Source: an optimization exercise on an open RTL-to-GDS flow (aim: small area, a short achievable clock period and few clock cycles per item). Production flows keep margins and buffers that such runs may drop. In this exercise RTL edits were held to simulation tests only and were not proved equivalent to the original.

==> flow/design.v, too long to show whole: its modules and the start of the top module <==
// module INV_IP: 257 lines
// module SQ3_IP: 274 lines
// module SQ_IP: 274 lines
// module EC_TOP: 991 lines
// module EC_FA: 6 lines
// module EC_MUX: 5 lines
// module EC_HA: 6 lines
module EC_TOP(
    clk, rst_n, in_valid,
    in_Px, in_Py, in_Qx, in_Qy, in_prime, in_a,
    out_valid, out_Rx, out_Ry
);
  // ...
==> flow/flow/run.sh <==
#!/bin/bash
# Own layout flow:
#  1. the standard synthesis (standard.sh synth), unchanged;
#  2. an area-oriented re-mapping (ABC amap) of the combinational standard
#     cells only: flip-flops, full/half adders and tie cells stay as they are,
#     so the registers keep their names and cell types;
#  3. the standard layout from floorplan to finish, with buf_1 port buffers.
# Each tool writes its full output to a log file in the work folder.
set -euo pipefail
W="$PWD"
RES="$W/orfs/results/$FLOW_PLATFORM/EC_TOP/base"
bash standard.sh synth > "$W/synth.log" 2>&1
cp "$RES/1_2_yosys.v" "$W/1_2_yosys_standard.v"
REMAP_IN="$W/1_2_yosys_standard.v" REMAP_OUT="$RES/1_2_yosys.v" \
  yosys -c flow/remap.tcl > "$W/remap.log" 2>&1
rm -f "$RES/1_synth.odb"
export BUFFER_PORTS_ARGS="-buffer_cell sky130_fd_sc_hd__buf_1"
bash standard.sh > "$W/layout.log" 2>&1
==> flow/flow/amap.abc <==
strash
dch
amap
topo
stime -c
==> flow/flow/remap.tcl <==
# Re-map the combinational cells of the standard synthesis for area.
# Flip-flops, full/half adders and tie cells are kept as they are.
yosys -import
set lib $::env(FLOW_HOME)/platforms/$::env(FLOW_PLATFORM)/lib/sky130_fd_sc_hd__tt_025C_1v80.lib
set top $::env(FLOW_TOP)
set flat $::env(PWD)/remap_flat.v
# 1. the other cells as their logic functions
read_liberty -ignore_miss_func $lib
read_verilog $::env(REMAP_IN)
hierarchy -check -top $top
blackbox sky130_fd_sc_hd__df* sky130_fd_sc_hd__fa_* sky130_fd_sc_hd__ha_* sky130_fd_sc_hd__conb_*
flatten
opt_clean -purge
select $top
write_verilog -noattr -selected $flat
select -clear
design -reset
# 2. map that logic again
read_liberty -lib $lib
read_verilog $flat
hierarchy -check -top $top
techmap
opt -fast
set dont {}
foreach c {probe_p_8 probec_p_8 lpflow_*} { lappend dont -dont_use sky130_fd_sc_hd__$c }
abc -liberty $lib {*}$dont -script [file dirname [info script]]/amap.abc
opt_clean -purge
setundef -zero
hilomap -singleton -hicell sky130_fd_sc_hd__conb_1 HI -locell sky130_fd_sc_hd__conb_1 LO
insbuf -buf sky130_fd_sc_hd__buf_4 A X
opt_clean -purge
check -assert
tee -o $::env(PWD)/remap_stat.txt stat -liberty $lib
write_verilog -noattr -nohex -nodec $::env(REMAP_OUT)
==> flow/standard.sh <==
#!/bin/bash
# synth_recipe.tcl (not shown) runs the flow's synth.tcl, then flattens the netlist and writes it again
# the make line also repeats each setting of config.mk as NAME=value (left out here)
make -C /OpenROAD-flow-scripts/flow DESIGN_CONFIG=/design/flow/config.mk WORK_HOME=/design/flow/orfs CLKGATE_MAP_FILE= SYNTH_SCRIPT=/design/flow/synth_recipe.tcl "${@:-finish}"
==> flow/config.mk <==
export PLATFORM = sky130hd
export DESIGN_NAME = EC_TOP
export DESIGN_NICKNAME = EC_TOP
export VERILOG_FILES = /design/flow/design.v
export SDC_FILE = /design/flow/constraint.sdc
export NUM_CORES = 4
export LEC_CHECK = 0
export ABC_AREA = 1
export CAP_MARGIN = 20
export CORE_MARGIN = 2
export CORE_UTILIZATION = 50
export CTS_BUF_LIST = sky130_fd_sc_hd__clkbuf_4 sky130_fd_sc_hd__clkbuf_8
export SLEW_MARGIN = 20
export SYNTH_HIERARCHICAL = 1
==> flow/constraint.sdc <==
create_clock -name core_clock -period 220.0 [get_ports {clk}]
set_input_delay 44.0000 -clock core_clock [delete_from_list [all_inputs] [get_ports {clk}]]
set_output_delay 44.0000 -clock core_clock [all_outputs]
set_load 0.01 [all_outputs]
==> metrics.md, run 1 <==
| Metric | Value |
|---|---|
| Data arrival, critical path | `26.58 ns` |
| Final worst slack | `149.42 ns` |
| Largest register by flop count | `s_q` |
| Dpl cell area | `14,600 um2` |
| Fin cells | `2,360` |
| DR vias/cell | `6.99` |
| CTS root buf | `clkbuf_8` |
| Final setup viols | `0` |
| Length of routed met2 wiring | `25,400 um` |
| Buffers & Inverters on Critical Path | `17` |
| Post-cts gate resize count | `0` |
| Reg area | `646 um2` |
| Remaining DRCs | `0` |
| Max Used Layer | `met4` |
| IO Port Bufs | `51` |
| Metal1 wirelength | `22,000 um` |
| RSZ-0062 raised after global routing | `false` |
| CTS Buf Count | `5` |
| Max Buffers Root-to-Sink | `2` |
| Largest net degree at the start of global routing | `40` |
| Detail Placement HPWL | `45,100 um` |
| Dpl cells | `2,352` |
| DRT iter0 DRCs | `2,744` |
| Met1 GRT Util | `51.7%` |
| Status | `no timing/DRC/antenna violations` |
| Area of the multi-input gates | `12,100 um2` |
| Max cap viols | `0` |
Testbench counts, summed over its fixed seeds: cycles 3,208, items 3,200.
==> run 2, diff against run 1 <==
--- a/flow/config.mk
+++ b/flow/config.mk
@@ -10,3 +10,3 @@
 export CORE_MARGIN = 2
-export CORE_UTILIZATION = 50
+export CORE_UTILIZATION = 40
 export CTS_BUF_LIST = sky130_fd_sc_hd__clkbuf_4 sky130_fd_sc_hd__clkbuf_8
==> run 2 against run 1 <==
Still clean. Via count is 1.6% lower. Final cell count is 4.9% higher. Hold slack improved by 0.0074 ns. Global-route usage fell by 5.5 points. Design area grew 1.1%. Synthesized area unchanged. Highest routed layer unchanged.
==> metrics.md, run 2 <==
| Metric | Value |
|---|---|
| Status | `no timing/DRC/antenna violations` |
| Slew margin rel. | `29.7%` |
| Largest net degree at the start of global routing | `45 (+13%)` |
| Fin util | `44.2%` |
| Period Utilization, post-route | `32.1%` |
| Core ar. | `33,700 um2` |
| Final setup viols | `0 (unchanged)` |
| Fmax | `14.2 MHz` |
| Crit Path Max Fanout | `30` |
| DR WL/cell | `25.7 um` |
| CP Launch Type | `primary input` |
| Detail Placement HPWL | `50,400 um (+12%)` |
| CTS Buf Count | `5 (unchanged)` |
| Slowest CP cell | `nor2_1` |
| Data arrival, critical path | `70.77 ns (+44.19 ns)` |
| Worst hold path type | `in -> async` |
| Max Used Layer | `met4` |
| Yosys warning count | `10` |
| Post-synthesis cell area | `13,700 um2` |
| H-tree depth | `2` |
| Length of routed met2 wiring | `30,000 um (+18%)` |
| Post-synthesis cell count | `1,932` |
| Clock sinks | `32` |
| DRT iter0 DRCs | `2,010 (-27%)` |
| Crit. End Element | `flip-flop` |
| Most used cell, CP | `fa_1` |
| Starting density of the core | `40.8%` |
| Metal1 wirelength | `23,600 um (+7.4%)` |
| Gpl congestion | `1.05` |
| Most common cell after layout, fill and taps aside | `nor2_1` |
| Die Area | `35,900 um2` |
| CP top delay family | `adder cells` |
| Clk pin slew, worst setup/hold paths | `0.07 ns` |
| Total Wirelength | `63,700 um` |
| Setup TNS | `0 ns` |
| Total number of vias | `16.2k` |
| Dpl cells | `2,463 (+4.7%)` |
| Syn Nets | `2,250` |
| Final hold vios | `0` |
| Vias in the first global route | `16.0k` |
| RSZ-0062 raised after global routing | `false` |
| All-Layer GR Usage | `35.3%` |
| Drt pass-1 iters | `6` |
| WS Path Type | `in -> reg` |
| Tmin final | `70.60 ns` |
| CP startpoint | `in_prime[0]` |
| Design area | `14,900 um2` |
| Post-synthesis area per instance | `7.12 um2` |
| Initial antenna violation count | `5` |
| CTS tree | `done` |
| Critical path required time | `220.18 ns` |
| Max Buffers Root-to-Sink | `2 (unchanged)` |
| Post-CTS setup buffers | `0` |
| IO Port Bufs | `51 (unchanged)` |
| Max Slew Vio Count | `0` |
| Dpl cell area | `14,800 um2 (+1.1%)` |
| Least-Margin Pin Slew | `1.03 ns` |
| Fin cells | `2,476 (+4.9%)` |
| Layout net count | `2,340` |
| FP Rows | `67` |
| Most frequent cells in the layout | `nor2_1 (468), clkinv_1 (255), fa_1 (195), nand2_1 (123), o22ai_1 (120)` |
| Remaining DRCs | `0 (unchanged)` |
| Post-cts gate resize count | `0 (unchanged)` |
| Worst path max stage delay | `0.75 ns` |
| Largest register by flop count | `s_q` |
| Area delta synth->final | `8.30%` |
| Die Span Y | `189 um` |
| CTS root buf | `clkbuf_8` |
| Share of layout cells above drive strength 1 | `2.92%` |
| Die width | `189 um` |
| Gr ovfl total | `0` |
| First-pass GRT wire length | `96,700 um` |
| Buffers & Inverters on Critical Path | `14 (-3)` |
| Max reg flops | `7` |
| ANT nets after route | `0` |
| Fill count | `3,584` |
| DR vias/cell | `6.55 (-6.3%)` |
| I/O pin total | `52` |
| Max cap viols | `0 (unchanged)` |
| Hold-fix buffers, CTS | `0` |
| Routed length on met3 | `5890 um` |
## run 2: final timing paths
kind / to / slack (ns) / depth (start not counted)
worst max-delay path: s_q[5]$_DFF_P_ / 149.41 / 89
max in group asynchronous: vld$_DFF_PN0_ / 176.44 / 1
min in group core_clock: vld$_DFF_PN0_ / 43.81 / 1
worst min-delay path: vld$_DFF_PN0_ / 43.46 / 1
## run 2: final cells by class
class	instances	area, um2	area share [%]
inverters	255	957	6.43
well taps	448	561	3.77
flip-flops and latches	32	646	4.34
clock buffers	6	82.6	0.555
diodes	5	12.5	0.0840
multi-input cells	1633	12100	81.3
clock inverters	2	10.0	0.0672
repair buffers	95	522	3.50
## run 2: through the flow
step | setup WS (ns) | hold slack [ns]
after global placement | 149.71 | 43.76
after CTS | 149.60 | 43.45
after detailed placement | 149.40 | 43.77
after floorplan | 151.10 | 43.70
after global routing | 147.84 | 43.45
final | 149.41 | 43.46
## run 2: layer usage
layer,global-route usage [%],up-vias
li1,-,7095
met1,42.2,7746
met2,60.3,1068
met3,6.30,308
met4,18.9,0
met5,0,-

separate check: timing with driven ports:
The flow's constraints put no driver on any port. The routed layouts listed below were extracted and timed again, unchanged, in two steps. Step 1 (the two cells are an assumption about what drives the block):
set clk [get_ports {clk}]
set_driving_cell -lib_cell sky130_fd_sc_hd__clkbuf_16 $clk
set_driving_cell -lib_cell sky130_fd_sc_hd__buf_2 [delete_from_list [all_inputs] $clk]
Step 2 moves the port delays by t, midway between the first and last clock arrival at a register: inputs arrive t later, outputs are due t later. That takes back most of the time a late clock gives input paths. a / b / c = ideal / step 1 / step 2; a / b = the first two.
| run | t (ns) | slack for setup (ns) | clock arrival spread, ns | worst register clock-pin slew, ns | worst slew at a driven data input, ns |
|---|---|---|---|---|---|
| run 1 | 0.321 | 149.420 / 149.390 / 149.476 | 0.009 / 0.009 | 0.07 / 0.07 | 0.04 |
| run 2 | 0.314 | 149.405 / 149.410 / 149.096 | 0.012 / 0.012 | 0.07 / 0.07 | 0.11 |
After both steps every run listed still meets setup and hold. For run 2, which loses most, drivers alone change the setup slack by +0.005 ns; drivers and shift together by -0.309 ns.
